Background: an optimization exercise with open tools, aiming at small area and a short achievable clock period. Do not read the settings as production practice.
Where RTL was checked, it was by simulation tests only, not by an equivalence proof against the original.

## mod
module mod (
    input logic clk,
    input logic reset,
    input logic [15:0] samp,
    output logic pull,
    output logic pdata
);
For scale: roughly 920 cells after synthesis, ~110 flip-flops, about 6600 µm² of cells after synthesis.
export LEC_CHECK = 0
export ABC_AREA = 1
export CAP_MARGIN = 20
export CORE_MARGIN = 2
export CORE_UTILIZATION = 40
export SETUP_SLACK_MARGIN = 2.9
export SLEW_MARGIN = 20
create_clock -name core_clock -period 5.2 [get_ports {clk}]
standard.sh (not shown) runs the stock make flow with config.mk's settings and CLKGATE_MAP_FILE= SYNTH_SCRIPT=/design/flow/synth_recipe.tcl, a recipe that flattens the netlist after the stock synthesis.
==> flow/flow/run.sh <==
#!/bin/bash
# The standard layout (the standard.sh), but without Yosys's full-adder
# extraction (ADDER_MAP_FILE empty): ABC then maps the adders itself, into
# faster gates than the fixed sky130 fa/ha cells. Registers are unchanged.
set -euo pipefail
bash standard.sh ADDER_MAP_FILE=  finish > standard_flow.log 2>&1
The baseline completed with no timing, DRC or antenna violations.
==> next run, changes <==
==> flow/flow/run.sh (replaced) <==
#!/bin/bash
# The standard layout (the standard.sh), but without Yosys's full-adder
# extraction (ADDER_MAP_FILE empty): ABC then maps the adders itself, into
# faster gates than the fixed sky130 fa/ha cells. Registers are unchanged.
# The port buffers are the smallest buffer cell (buffer_ports -buffer_cell).
set -euo pipefail
bash standard.sh ADDER_MAP_FILE= 'BUFFER_PORTS_ARGS=-buffer_cell sky130_fd_sc_hd__buf_1'  finish > standard_flow.log 2>&1
- SETUP_SLACK_MARGIN: 2.9 -> 2.95
=> Register-to-register slack degrades by 0.02 ns; final cell count rises by 0.34%; area after synthesis is unchanged; worst hold slack is about the same; critical path depth climbs by 12; synthesized cell count is unchanged; worst setup slack is better by 0.066 ns.
==> next run, changes <==
- GPL_TIMING_DRIVEN: unset -> 0
- SETUP_SLACK_MARGIN: 2.95 -> 3.0
Outcome: Cell area climbs by a few percent; worst setup slack loses 0.066 ns; die area does not change; cell count climbs slightly.
==> next run, changes <==
- SETUP_SLACK_MARGIN: 3.0 -> 2.9
The changed run completed with no timing, DRC or antenna violations; hold slack stays the same; cell count shrinks by 0.76%; first-iteration DRC count grows by about 5%; synthesized cell count is unchanged; sequential cell count stays the same; clock skew barely changes; clock-buffer cell count is unchanged; sequential share of layout area grows by 0.72 points.


mod, a different RTL version from the one above (not shown whole).
For scale: roughly 690 cells after synthesis, roughly 100 flip-flops, roughly 7200 sq um of cells after synthesis.
## mod
module mod (
    input logic clk,
    input logic reset,
    input logic [15:0] samp,
    output logic pull,
    output logic pdata
);
Settings: LEC_CHECK=0, CAP_MARGIN=20, CORE_MARGIN=2, CORE_UTILIZATION=40, SETUP_SLACK_MARGIN=2.5, SLEW_MARGIN=20; clock period 5.2 ns.
run.sh (not shown) runs the stock make flow with config.mk's settings and CLKGATE_MAP_FILE= SYNTH_SCRIPT=/design/flow/synth_recipe.tcl, a recipe that flattens the netlist after the stock synthesis.
Stock flow here: none of the scripts above is used.
Change:
--- a/flow/config.mk
+++ b/flow/config.mk
@@ -9,3 +9,3 @@
 export CORE_MARGIN = 2
-export CORE_UTILIZATION = 40
+export CORE_UTILIZATION = 60
 export SETUP_SLACK_MARGIN = 2.5
The new run passed the timing, design-rule and antenna checks; count of clock-buffer cells in the layout is unchanged; register-to-register slack barely changes; worst hold slack improved by 3.3 ps; setup slack is better by 10 ps; wire length went up by 5.3%; critical path depth is unchanged; synthesized area does not change; via count came out higher by 4.1%; design area is higher by 1.7%; utilization is higher by 26 points.


mod, a different RTL version from the one above (not shown whole).
For scale: ~1,200 cells after synthesis, roughly 110 flip-flops, roughly 7700 um^2 of cells after synthesis.
## mod
module mod (
    input logic clk,
    input logic reset,
    input logic [15:0] samp,
    output logic pull,
    output logic pdata
);
    localparam logic [39:0] TH = 40'h00014CCCCC;
    logic [7:0]  cnt;
    logic [15:0] sv;
    logic [39:2] xb;
    logic [39:8] pb;
    logic [1:0] q;
    logic [5:1] cx, cx_n;
    logic [3:1] cp, cp_n;
    logic        q_out;     
    logic        pull_r;    
    wire [5:0] d0_0 = xb[7:2];
    wire o0 = 1'b0;
    wire [5:0] d1_0 = xb[13:8];
    wire [5:0] d1_1 = xb[13:8] + 6'd1;
    wire [5:0] d1_2 = xb[13:8] + 6'd2;
    wire a1_1 = &xb[13:8];
    wire a2_1 = &xb[13:9];
    wire g1 = a1_1 & cx[1];
    wire p1 = (a1_1 & !cx[1]) | (a2_1 & !xb[8] & cx[1]);
    wire o1 = g1 | (p1 & o0);
    wire [5:0] d2_0 = xb[19:14];
    wire [5:0] d2_1 = xb[19:14] + 6'd1;
    wire [5:0] d2_2 = xb[19:14] + 6'd2;
    wire a1_2 = &xb[19:14];
    wire a2_2 = &xb[19:15];
    wire g2 = a1_2 & cx[2];
    wire p2 = (a1_2 & !cx[2]) | (a2_2 & !xb[14] & cx[2]);
    wire o2 = g2 | (p2 & o1);
    wire [5:0] d3_0 = xb[25:20];
    wire [5:0] d3_1 = xb[25:20] + 6'd1;
    wire [5:0] d3_2 = xb[25:20] + 6'd2;
    wire a1_3 = &xb[25:20];
    wire a2_3 = &xb[25:21];
    wire g3 = a1_3 & cx[3];
    wire p3 = (a1_3 & !cx[3]) | (a2_3 & !xb[20] & cx[3]);
    wire o3 = g3 | (p3 & o2);
    wire [5:0] d4_0 = xb[31:26];
    wire [5:0] d4_1 = xb[31:26] + 6'd1;
    wire [5:0] d4_2 = xb[31:26] + 6'd2;
    wire a1_4 = &xb[31:26];
    wire a2_4 = &xb[31:27];
    wire g4 = a1_4 & cx[4];
    wire p4 = (a1_4 & !cx[4]) | (a2_4 & !xb[26] & cx[4]);
    wire o4 = g4 | (p4 & o3);
    wire [7:0] d5_0 = xb[39:32];
    wire [7:0] d5_1 = xb[39:32] + 8'd1;
    wire [7:0] d5_2 = xb[39:32] + 8'd2;
    wire s395_0 = d5_0[7];
    wire s395_1 = d5_1[7];
    wire s395_2 = d5_2[7];
    wire x39 = (o4 ? (cx[5] ? s395_2 : s395_1) : (cx[5] ? s395_1 : s395_0));
    wire z24_0 = ~|d4_0[5:0];
    wire z24_1 = ~|d4_1[5:0];
    wire z24_2 = ~|d4_2[5:0];
    wire z25_0 = ~|d5_0[6:0];
    wire z25_1 = ~|d5_1[6:0];
    wire z25_2 = ~|d5_2[6:0];
    wire z2 = (o3 ? (cx[4] ? z24_2 : z24_1) : (cx[4] ? z24_1 : z24_0)) & (o4 ? (cx[5] ? z25_2 : z25_1) : (cx[5] ? z25_1 : z25_0));
    wire z253_0 = ~|d3_0[5:5];
    wire z253_1 = ~|d3_1[5:5];
  ...
export LEC_CHECK = 0
export ABC_AREA = 1
export CAP_MARGIN = 20
export CORE_MARGIN = 2
export CORE_UTILIZATION = 40
export CTS_BUF_LIST = sky130_fd_sc_hd__clkbuf_8
export SETUP_SLACK_MARGIN = 3.0
export SLEW_MARGIN = 20
create_clock -name core_clock -period 5.2 [get_ports {clk}]
standard.sh (not shown) runs the stock make flow with config.mk's settings and CLKGATE_MAP_FILE= SYNTH_SCRIPT=/design/flow/synth_recipe.tcl, a recipe that flattens the netlist after the stock synthesis.
==> flow/flow/run.sh <==
#!/bin/bash
# The standard layout (the standard.sh), but without Yosys's full-adder
# extraction (ADDER_MAP_FILE empty): ABC then maps the adders itself, into
# faster gates than the fixed sky130 fa/ha cells. Registers are unchanged.
# The port buffers are the smallest buffer cell (buffer_ports -buffer_cell).
set -euo pipefail
bash standard.sh ADDER_MAP_FILE= 'BUFFER_PORTS_ARGS=-buffer_cell sky130_fd_sc_hd__buf_1'  finish > standard_flow.log 2>&1
==> next run, changes <==
==> flow/flow/run.sh (replaced) <==
#!/bin/bash
# The standard layout (the standard.sh), but without Yosys's full-adder
# extraction (ADDER_MAP_FILE empty): ABC then maps the adders itself, into
# faster gates than the fixed sky130 fa/ha cells. Registers are unchanged.
set -euo pipefail
bash standard.sh ADDER_MAP_FILE=  finish > standard_flow.log 2>&1
Cell area went up by 1.3%.
Sequential cell count does not change.
Routed wire length rises by 2.4%.
==> next run, changes <==
Settings changed: CTS_BUF_LIST sky130_fd_sc_hd__clkbuf_8 to not set, SETUP_SLACK_MARGIN 3.0 to 2.8.
Outcome: First-iteration DRC count shrinks by 5.4%; synthesized cell count is unchanged; area after synthesis stays the same; count of clock-buffer cells in the layout grows by 1; final cell count shrinks by 1.8%; design area shrinks by 1.9%.
==> next run, changes <==
Settings changed: SETUP_SLACK_MARGIN 2.8 to 3.0.
=> The new run finished clean; clock-buffer cell count stays the same; final cell count went up by about 1.2%; non-clock buffer count went up by 15; design area went up by about 2%; clock skew barely changes; setup slack improved by 0.029 ns; critical path depth is unchanged.


## run 1
mod, a different RTL version from the one above (not shown whole).
For scale: about 880 cells after synthesis, ~100 flip-flops, roughly 20 I/O pins, about 6500 um^2 of cells after synthesis.
==> flow/config.mk <==
export PLATFORM = sky130hd
export DESIGN_NAME = mod
export DESIGN_NICKNAME = mod
export VERILOG_FILES = /design/flow/design.v
export SDC_FILE = /design/flow/constraint.sdc
export NUM_CORES = 4
export LEC_CHECK = 0
export ABC_AREA = 1
export CAP_MARGIN = 20
export CORE_MARGIN = 2
export CORE_UTILIZATION = 40
export SETUP_SLACK_MARGIN = 3.0
export SLEW_MARGIN = 20
==> flow/constraint.sdc <==
create_clock -name core_clock -period 5.2 [get_ports {clk}]
set_input_delay 1.0400 -clock core_clock [delete_from_list [all_inputs] [get_ports {clk}]]
set_output_delay 1.0400 -clock core_clock [all_outputs]
set_load 0.01 [all_outputs]
==> flow/flow/run.sh <==
#!/bin/bash
# The standard layout (the standard.sh), but without Yosys's full-adder
# extraction (ADDER_MAP_FILE empty): ABC then maps the adders itself, into
# faster gates than the fixed sky130 fa/ha cells. Registers are unchanged.
# The port buffers are the smallest buffer cell (buffer_ports -buffer_cell).
set -euo pipefail
bash standard.sh ADDER_MAP_FILE= 'BUFFER_PORTS_ARGS=-buffer_cell sky130_fd_sc_hd__buf_1'  finish > standard_flow.log 2>&1
[inputs] run 2 vs run 1
Settings: setting CTS_CLUSTER_SIZE to 40 for the first time; setting CTS_CLUSTER_DIAMETER to 60 for the first time.
Notes after the runs:
- Per the final summary, run 2 finished and its layout is clean on timing, DRC and antenna.
- The part of the Yosys area used for sequential elements was comparable across run 1 and run 2.
- Comparing run 2 against run 1, there is no change at all in setup slack.
- Routed via count: run 1 vs run 2, no meaningful difference
- The routing usage on met2 of run 1 and that of run 2 are within noise of each other.
Input-level comparison between run 3 and run 2:
Settings: CTS_CLUSTER_SIZE changed from 40 to 30; CTS_CLUSTER_DIAMETER changed from 60 to 100.
Run 3: PASS, flow complete, no timing, DRC or antenna violations. Changes observed in run 3 relative to run 2: met1 global-route usage now sits at about the same level, number of antenna cells inserted now sits at about the same level.
Changes in run 4 relative to run 3:
Settings: a deleted CTS_CLUSTER_SIZE that had been 30; a change of SETUP_SLACK_MARGIN from 3.0 to 3.1; a deleted CTS_CLUSTER_DIAMETER that had been 100.
Findings:
No run among run 4 and run 3 stopped early or left any final violation; all are clean.
As of run 4, wire length had risen by a few percent compared to run 3.
Compared with run 3, run 4 shows a cell area that is 1.7% higher.
Against run 3, number of vias in the routed layout in run 4 came out worse.
Run 4 ends up with a critical path arrival that is 0.02 ns lower than in run 3.


== run A ==
Another version of the RTL of mod (not shown whole).
For scale: ~110 flip-flops, ~20 I/O pins, ~0.0080 mm2 of cells after synthesis.
clock: 5.2 ns
lec_check: 0
abc_area: 1
cap_margin: 20
core_margin: 2
core_utilization: 40
setup_slack_margin: 2.5
slew_margin: 20
==> flow/flow/run.sh <==
#!/bin/bash
# The standard layout (the standard.sh), but without Yosys's full-adder
# extraction (ADDER_MAP_FILE empty): ABC then maps the adders itself, into
# faster gates than the fixed sky130 fa/ha cells. Registers are unchanged.
set -euo pipefail
bash standard.sh ADDER_MAP_FILE=  finish > standard_flow.log 2>&1
diff inputs: run A => run B
# run A
export LEC_CHECK = 0
export ABC_AREA = 1
export CAP_MARGIN = 20
export CORE_MARGIN = 2
export CORE_UTILIZATION = 40
export SETUP_SLACK_MARGIN = 2.5
export SLEW_MARGIN = 20
create_clock -name core_clock -period 5.2 [get_ports {clk}]
# run B
export LEC_CHECK = 0
export ABC_AREA = 1
export CAP_MARGIN = 20
export CORE_MARGIN = 2
export CORE_UTILIZATION = 40
export SETUP_SLACK_MARGIN = 2.8
export SLEW_MARGIN = 20
create_clock -name core_clock -period 5.2 [get_ports {clk}]
==> flow/run.sh (new file) <==
#!/bin/bash
# synth_recipe.tcl (not shown) runs the flow's synth.tcl, then flattens the netlist and writes it again
# the make line also repeats each setting of config.mk as NAME=value (left out here)
make -C /OpenROAD-flow-scripts/flow DESIGN_CONFIG=/design/flow/config.mk WORK_HOME=/design/flow/orfs CLKGATE_MAP_FILE= SYNTH_SCRIPT=/design/flow/synth_recipe.tcl finish
removed: flow/flow/run.sh
removed: flow/standard.sh
### Flow results
- Every stage of the flow completed for run B, and the final layout passed the timing, design-rule and antenna checks.
- Time the final worst path needs with I/O delays and setup, run A and run B: higher on run B
- Compare run A and run B | number of DRC markers in iteration 0 lower: run B
- NOTE: maximum clock frequency in run B falls short of that of run A
Setup changes, run B to run C
# run B
export LEC_CHECK = 0
export ABC_AREA = 1
export CAP_MARGIN = 20
export CORE_MARGIN = 2
export CORE_UTILIZATION = 40
export SETUP_SLACK_MARGIN = 2.8
export SLEW_MARGIN = 20
create_clock -name core_clock -period 5.2 [get_ports {clk}]
# run C
export LEC_CHECK = 0
export CAP_MARGIN = 20
export CORE_MARGIN = 2
export CORE_UTILIZATION = 40
export SETUP_SLACK_MARGIN = 2.5
export SLEW_MARGIN = 20
create_clock -name core_clock -period 5.2 [get_ports {clk}]
==> flow/flow/run.sh (new file) <==
#!/bin/bash
# The standard layout (the standard.sh), but without Yosys's full-adder
# extraction (ADDER_MAP_FILE empty): ABC then maps the adders itself, into
# faster gates than the fixed sky130 fa/ha cells. Registers are unchanged.
set -euo pipefail
bash standard.sh ADDER_MAP_FILE=  finish > standard_flow.log 2>&1
==> flow/standard.sh (new file) <==
#!/bin/bash
# synth_recipe.tcl (not shown) runs the flow's synth.tcl, then flattens the netlist and writes it again
# the make line also repeats each setting of config.mk as NAME=value (left out here)
make -C /OpenROAD-flow-scripts/flow DESIGN_CONFIG=/design/flow/config.mk WORK_HOME=/design/flow/orfs CLKGATE_MAP_FILE= SYNTH_SCRIPT=/design/flow/synth_recipe.tcl "${@:-finish}"
removed: flow/run.sh
--- outcome ---
- Of run B and run C, the lower overall die height belongs to run C.
- Taking run B as the reference, in run C final non-filler cell total fell by 13%, cell area went down.
No functional check of the RTL was part of any run of this note.


## wip/indigo
Another version of the RTL of mod (not shown whole).
Size: about 740 cells after synthesis, about 20 I/O pins, about 7600 um^2 of cells after synthesis.
// mod
module mod (
    input logic clk,
    input logic reset,
    input logic [15:0] samp,
    output logic pull,
    output logic pdata
);
export LEC_CHECK = 0
export CAP_MARGIN = 20
export CORE_MARGIN = 2
export CORE_UTILIZATION = 40
export SETUP_SLACK_MARGIN = 2.5
export SLEW_MARGIN = 20
create_clock -name core_clock -period 5.2 [get_ports {clk}]
run.sh (not shown) runs the stock make flow with config.mk's settings and CLKGATE_MAP_FILE= SYNTH_SCRIPT=/design/flow/synth_recipe.tcl, a recipe that flattens the netlist after the stock synthesis.
Stock flow here: none of the scripts above is used.
wip/indigo: all stages complete, timing, DRC and antenna checks passed
Relative to wip/indigo, the following input files were edited for wip/fjord:
- setting ABC_AREA to 1 for the first time
- Taking wip/indigo as the reference, in wip/fjord placed instance area up 130 um^2; final worst slack level; weighted congestion at the end of routability-driven global placement shows an increase of 0.026; number of non-clock buffers shows a reduction of 8.
- The final standard cell area without fillers reported for wip/fjord is smaller than that of wip/indigo by about 0.5%.
- Cmp wip/indigo and wip/fjord / summed instance area of the synthesized netlist / lower: wip/indigo
Function was not checked in any run of this note: the RTL went through the layout flow alone.

## separate check: timing with driven ports
Ports are ideal in the flow. The routed layouts listed here were re-timed in OpenROAD.
Step 1, drivers: a clkbuf_16 drives clk and a buf_2 each remaining input, both assumed.
Step 2 times the ports against the registers' clock, not the clock port: input delays grow and output delays shrink by t, the midpoint of the rising clock arrivals with the driver on.
a / b / c = ideal ports / drivers / drivers and shift; a / b = the first two.
| run | t (ns) | slack for setup (ns) | worst data-port slew with drivers (ns) | pins driven straight from the clock port |
|---|---|---|---|---|
| the first run of note 1 | 0.384 | 3.044 / 3.004 / 2.877 | 0.03 | 1 |
| the second run of note 1 | 0.404 | 3.111 / 3.089 / 3.111 | 0.03 | 1 |
| the third run of note 1 | 0.396 | 3.045 / 3.045 / 3.045 | 0.03 | 1 |
| the fourth run of note 1 | 0.397 | 3.122 / 3.100 / 3.122 | 0.03 | 1 |
| the first run of note 2 | 0.400 | 2.417 / 2.417 / 2.417 | 0.04 | 1 |
| the second run of note 2 | 0.395 | 2.427 / 2.427 / 2.427 | 0.04 | 1 |
| the first run of note 3 | 0.428 | 3.094 / 3.057 / 2.994 | 0.03 | 1 |
| the second run of note 3 | 0.427 | 3.062 / 3.029 / 2.830 | 0.04 | 1 |
| the third run of note 3 | 0.400 | 3.020 / 2.979 / 2.733 | 0.04 | 1 |
| the fourth run of note 3 | 0.399 | 3.048 / 3.007 / 2.830 | 0.04 | 1 |
| run 1 | 0.391 | 3.144 / 3.101 / 3.171 | 0.03 | 1 |
| run 2 | 0.391 | 3.144 / 3.101 / 3.171 | 0.03 | 1 |
| run 3 | 0.391 | 3.144 / 3.101 / 3.171 | 0.03 | 1 |
| run 4 | 0.396 | 3.161 / 3.119 / 3.189 | 0.03 | 1 |
| run A | 0.399 | 2.709 / 2.709 / 2.709 | 0.03 | 1 |
| run B | 0.396 | 2.681 / 2.681 / 2.681 | 0.04 | 1 |
| run C | 0.400 | 2.168 / 2.168 / 2.168 | 0.04 | 1 |
| wip/indigo | 0.398 | 2.509 / 2.509 / 2.509 | 0.04 | 1 |
| wip/fjord | 0.392 | 2.506 / 2.468 / 2.593 | 0.05 | 1 |
After both steps every run listed still meets setup and hold. For the third run of note 3, which loses most, drivers alone change the setup slack by -0.041 ns; drivers and shift together by -0.287 ns. The worst setup slack also covers recovery checks on asynchronous resets.
